This is an optimization exercise on Yosys and OpenROAD, whose aim is small area, not a production implementation.
Function was checked by simulation only, so behaviour that the tests miss may differ from the original.

== tundra ==
Design inp_handler, start of the top module:
module inp_handler(SW, GPIO_0, HEX0, HEX1, HEX2, HEX3, HEX4, HEX5, clk, reset, MTL2_R, MTL2_G, MTL2_B, MTL2_HSD,
MTL2_VSD);
input [3:0] SW;
input [35:0] GPIO_0;
output [6:0] HEX0;
output [6:0] HEX1;
output [6:0] HEX2;
output [6:0] HEX3;
output [6:0] HEX4;
output [6:0] HEX5;
input clk;
input reset;
output [7:0] MTL2_R;
output [7:0] MTL2_G;
output [7:0] MTL2_B;
output MTL2_HSD;
output MTL2_VSD;
wire rst = ~reset;  
reg [10:0] hpos;
reg [9:0] vd;
wire hz = (hpos == 11'd0);
wire [9:0] vinc = (vd == 10'd524) ? 10'd0 : vd + 10'd1;
wire [9:0] vpos = hz ? vinc : vd;
always @(posedge clk) begin
	if (rst) begin
		hpos <= 11'd0;
		vd <= 10'd524;
	end else begin
		hpos <= (hpos == 11'd1055) ? 11'd0 : hpos + 11'd1;
		vd <= vpos;
	end
end
assign MTL2_HSD = ~(hpos >= 11'd1010 && hpos < 11'd1033);
assign MTL2_VSD = ~(vd >= 10'd501 && vd < 10'd506);
wire display_on = (hpos <= 11'd799) && (vpos <= 10'd479);
wire [35:0] pressed;
genvar gk;
generate
	for (gk = 0; gk < 36; gk = gk + 1) begin : debounce_loop
		if (gk <= 9 || gk >= 29) begin : used
			PushButton_Debouncer dber(.clk(clk), .rst(rst), .PB(GPIO_0[gk]), .PB_up(pressed[gk]));
		end else begin : unused
			assign pressed[gk] = 1'b0;
		end
	end
endgenerate
reg graph;
reg [2:0] cur;
reg plus;
reg [3:0] n0, n1, n2, n3, n4;         
reg [16:0] C0, C1, C2, C3, C4;         
reg [1:0] zs;                          
reg [1:0] zsd;                         
reg [19:0] dd;                         
reg evL, evR;                          
reg rr, gg;                            
wire gp = graph ^ pressed[33];         
wire mvL = ~gp & pressed[34] & (cur != 3'd0);
wire mvR = ~gp & ~mvL & pressed[35] & (cur != 3'd4);
wire mv = mvL | mvR;
  ...
Size: about 8100 cells after synthesis, roughly 350 flip-flops, about 75000 um^2 of cells after synthesis.
Settings: LEC_CHECK=0, CAP_MARGIN=20, CORE_MARGIN=2, CORE_UTILIZATION=40, CTS_BUF_LIST=sky130_fd_sc_hd__clkbuf_4 sky130_fd_sc_hd__clkbuf_8, CTS_CLUSTER_DIAMETER=70, CTS_CLUSTER_SIZE=11, SLEW_MARGIN=20, SYNTH_HIERARCHICAL=1, SYNTH_MINIMUM_KEEP_SIZE=0; clock period 80.0 ns.
run.sh (not shown) runs the stock make flow with config.mk's settings and CLKGATE_MAP_FILE= SYNTH_SCRIPT=/design/flow/synth_recipe.tcl, a recipe that flattens the netlist after the stock synthesis.
Inputs modified between tundra and juniper:
==> flow/flow/run.sh (new file) <==
#!/bin/bash
set -euo pipefail
here=$(pwd)
cp config.mk config_layout.mk
echo "export BUFFER_PORTS_ARGS = -buffer_cell sky130_fd_sc_hd__buf_1" >> config_layout.mk
echo "export CTS_ARGS = -sink_clustering_enable -repair_clock_nets -sink_clustering_size 11 -sink_clustering_max_diameter 70 -buf_list {sky130_fd_sc_hd__clkbuf_4 sky130_fd_sc_hd__clkbuf_8} -dont_use_dummy_load" >> config_layout.mk
sed "s#$here/config.mk#$here/config_layout.mk#g" standard.sh > standard_layout.sh
grep -q "config_layout.mk" standard_layout.sh
bash standard_layout.sh > flow.log 2>&1
==> flow/standard.sh (new file) <==
#!/bin/bash
# synth_recipe.tcl (not shown) runs the flow's synth.tcl, then flattens the netlist and writes it again
# the make line also repeats each setting of config.mk as NAME=value (left out here)
make -C /OpenROAD-flow-scripts/flow DESIGN_CONFIG=/design/flow/config.mk WORK_HOME=/design/flow/orfs CLKGATE_MAP_FILE= SYNTH_SCRIPT=/design/flow/synth_recipe.tcl "${@:-finish}"
removed: flow/run.sh
--- outcome ---
- tundra -> juniper: wire length of the first global-routing pass flat
- ~same final cell count without fillers in juniper and tundra
- Setup slack delta for juniper relative to tundra: 820 ps higher


inp_handler again, from the RTL that the note above started with.
clock: 80.0 ns
lec_check: 0
cap_margin: 20
core_margin: 2
core_utilization: 40
cts_buf_list: sky130_fd_sc_hd__clkbuf_4 sky130_fd_sc_hd__clkbuf_8
cts_cluster_diameter: 80
cts_cluster_size: 14
slew_margin: 20
synth_hierarchical: 1
synth_minimum_keep_size: 0
Stock flow here: none of the scripts above is used.
Next try:
Settings changed: CTS_BUF_LIST sky130_fd_sc_hd__clkbuf_4 sky130_fd_sc_hd__clkbuf_8 to sky130_fd_sc_hd__clkbuf_8, CTS_CLUSTER_DIAMETER 80 to 70, CTS_CLUSTER_SIZE 14 to 16.
- The new run ran to the end with no violations
- routed wire length barely changes
- synthesized area stays the same
- setup slack is worse by 0.11 ns


main:
inp_handler again, from the RTL that the note above started with.
## inp_handler
module inp_handler(SW, GPIO_0, HEX0, HEX1, HEX2, HEX3, HEX4, HEX5, clk, reset, MTL2_R, MTL2_G, MTL2_B, MTL2_HSD,
MTL2_VSD);
clock: 80.0 ns
lec_check: 0
cap_margin: 20
core_margin: 2
core_utilization: 40
cts_buf_list: sky130_fd_sc_hd__clkbuf_4 sky130_fd_sc_hd__clkbuf_8
slew_margin: 20
synth_hierarchical: 1
synth_minimum_keep_size: 0
For the feature branch, these inputs were changed with respect to main:
==> flow/flow/run.sh (new file) <==
#!/bin/bash
# Layout flow: the standard layout (standard.sh) with the standard
# synthesis, changed only in two layout settings: the port buffers use the
# smallest buffer cell (the ports drive or see only light loads), and clock
# tree synthesis adds no dummy loads (the clock buffers the flow asks for are
# kept). Every other step is the standard flow's.
set -euo pipefail
here=$(pwd)
cp config.mk config_layout.mk
echo "export BUFFER_PORTS_ARGS = -buffer_cell sky130_fd_sc_hd__buf_1" >> config_layout.mk
echo "export CTS_ARGS = -sink_clustering_enable -repair_clock_nets -buf_list {sky130_fd_sc_hd__clkbuf_4 sky130_fd_sc_hd__clkbuf_8} -dont_use_dummy_load" >> config_layout.mk
sed "s#$here/config.mk#$here/config_layout.mk#g" standard.sh > standard_layout.sh
grep -q "config_layout.mk" standard_layout.sh
bash standard_layout.sh > flow.log 2>&1
==> flow/standard.sh (new file) <==
#!/bin/bash
# synth_recipe.tcl (not shown) runs the flow's synth.tcl, then flattens the netlist and writes it again
# the make line also repeats each setting of config.mk as NAME=value (left out here)
make -C /OpenROAD-flow-scripts/flow DESIGN_CONFIG=/design/flow/config.mk WORK_HOME=/design/flow/orfs CLKGATE_MAP_FILE= SYNTH_SCRIPT=/design/flow/synth_recipe.tcl "${@:-finish}"
removed: flow/run.sh
## What came out
In the tables for main and the feature branch, delay contributed by the slowest stage of the critical path reads lower with main. NOTE: detailed-routed wire length on met2 in the feature branch falls short of that of main. The feature branch against main: period utilization now sits lower; final area now sits lower; achievable frequency now sits higher. The global-route usage was comparable across main and the feature branch.

[re-timing with driven ports]
The results above use ideal ports. As a check the final layouts listed here were re-extracted and re-timed, cells and wires unchanged.
Step 1 sets driving cells, clkbuf_16 on the clock port and buf_2 on the other inputs (assumed; they add their load-dependent delay and slew).
Step 2 times the ports against the registers' clock, not the clock port: input delays grow and output delays shrink by t, the midpoint of the rising clock arrivals with the driver on.
Three values: ideal, step 1, step 2; two values: the first two.
run	t (ns)	setup WS [ns]	worst hold slack (ns)	latest minus earliest clock arrival (ns)	worst data-port slew with drivers (ns)
tundra	0.646	40.614 / 40.614 / 40.372	0.372 / 0.372 / 0.372	0.032 / 0.032	0.05
juniper	0.629	41.430 / 41.430 / 41.382	0.378 / 0.378 / 0.378	0.083 / 0.083	0.05
the first run of note 2	0.690	40.634 / 40.634 / 40.362	0.367 / 0.367 / 0.367	0.049 / 0.049	0.05
the second run of note 2	0.694	40.520 / 40.520 / 40.415	0.386 / 0.386 / 0.386	0.048 / 0.048	0.05
main	0.676	40.544 / 40.544 / 40.355	0.374 / 0.374 / 0.374	0.028 / 0.028	0.05
the feature branch	0.652	41.290 / 41.290 / 41.290	0.369 / 0.369 / 0.369	0.096 / 0.096	0.05
After both steps setup and hold are still met in every run listed. The setup slack of the first run of note 2, which loses most, moves by 0.000 ns with the drivers and by -0.272 ns with both steps.
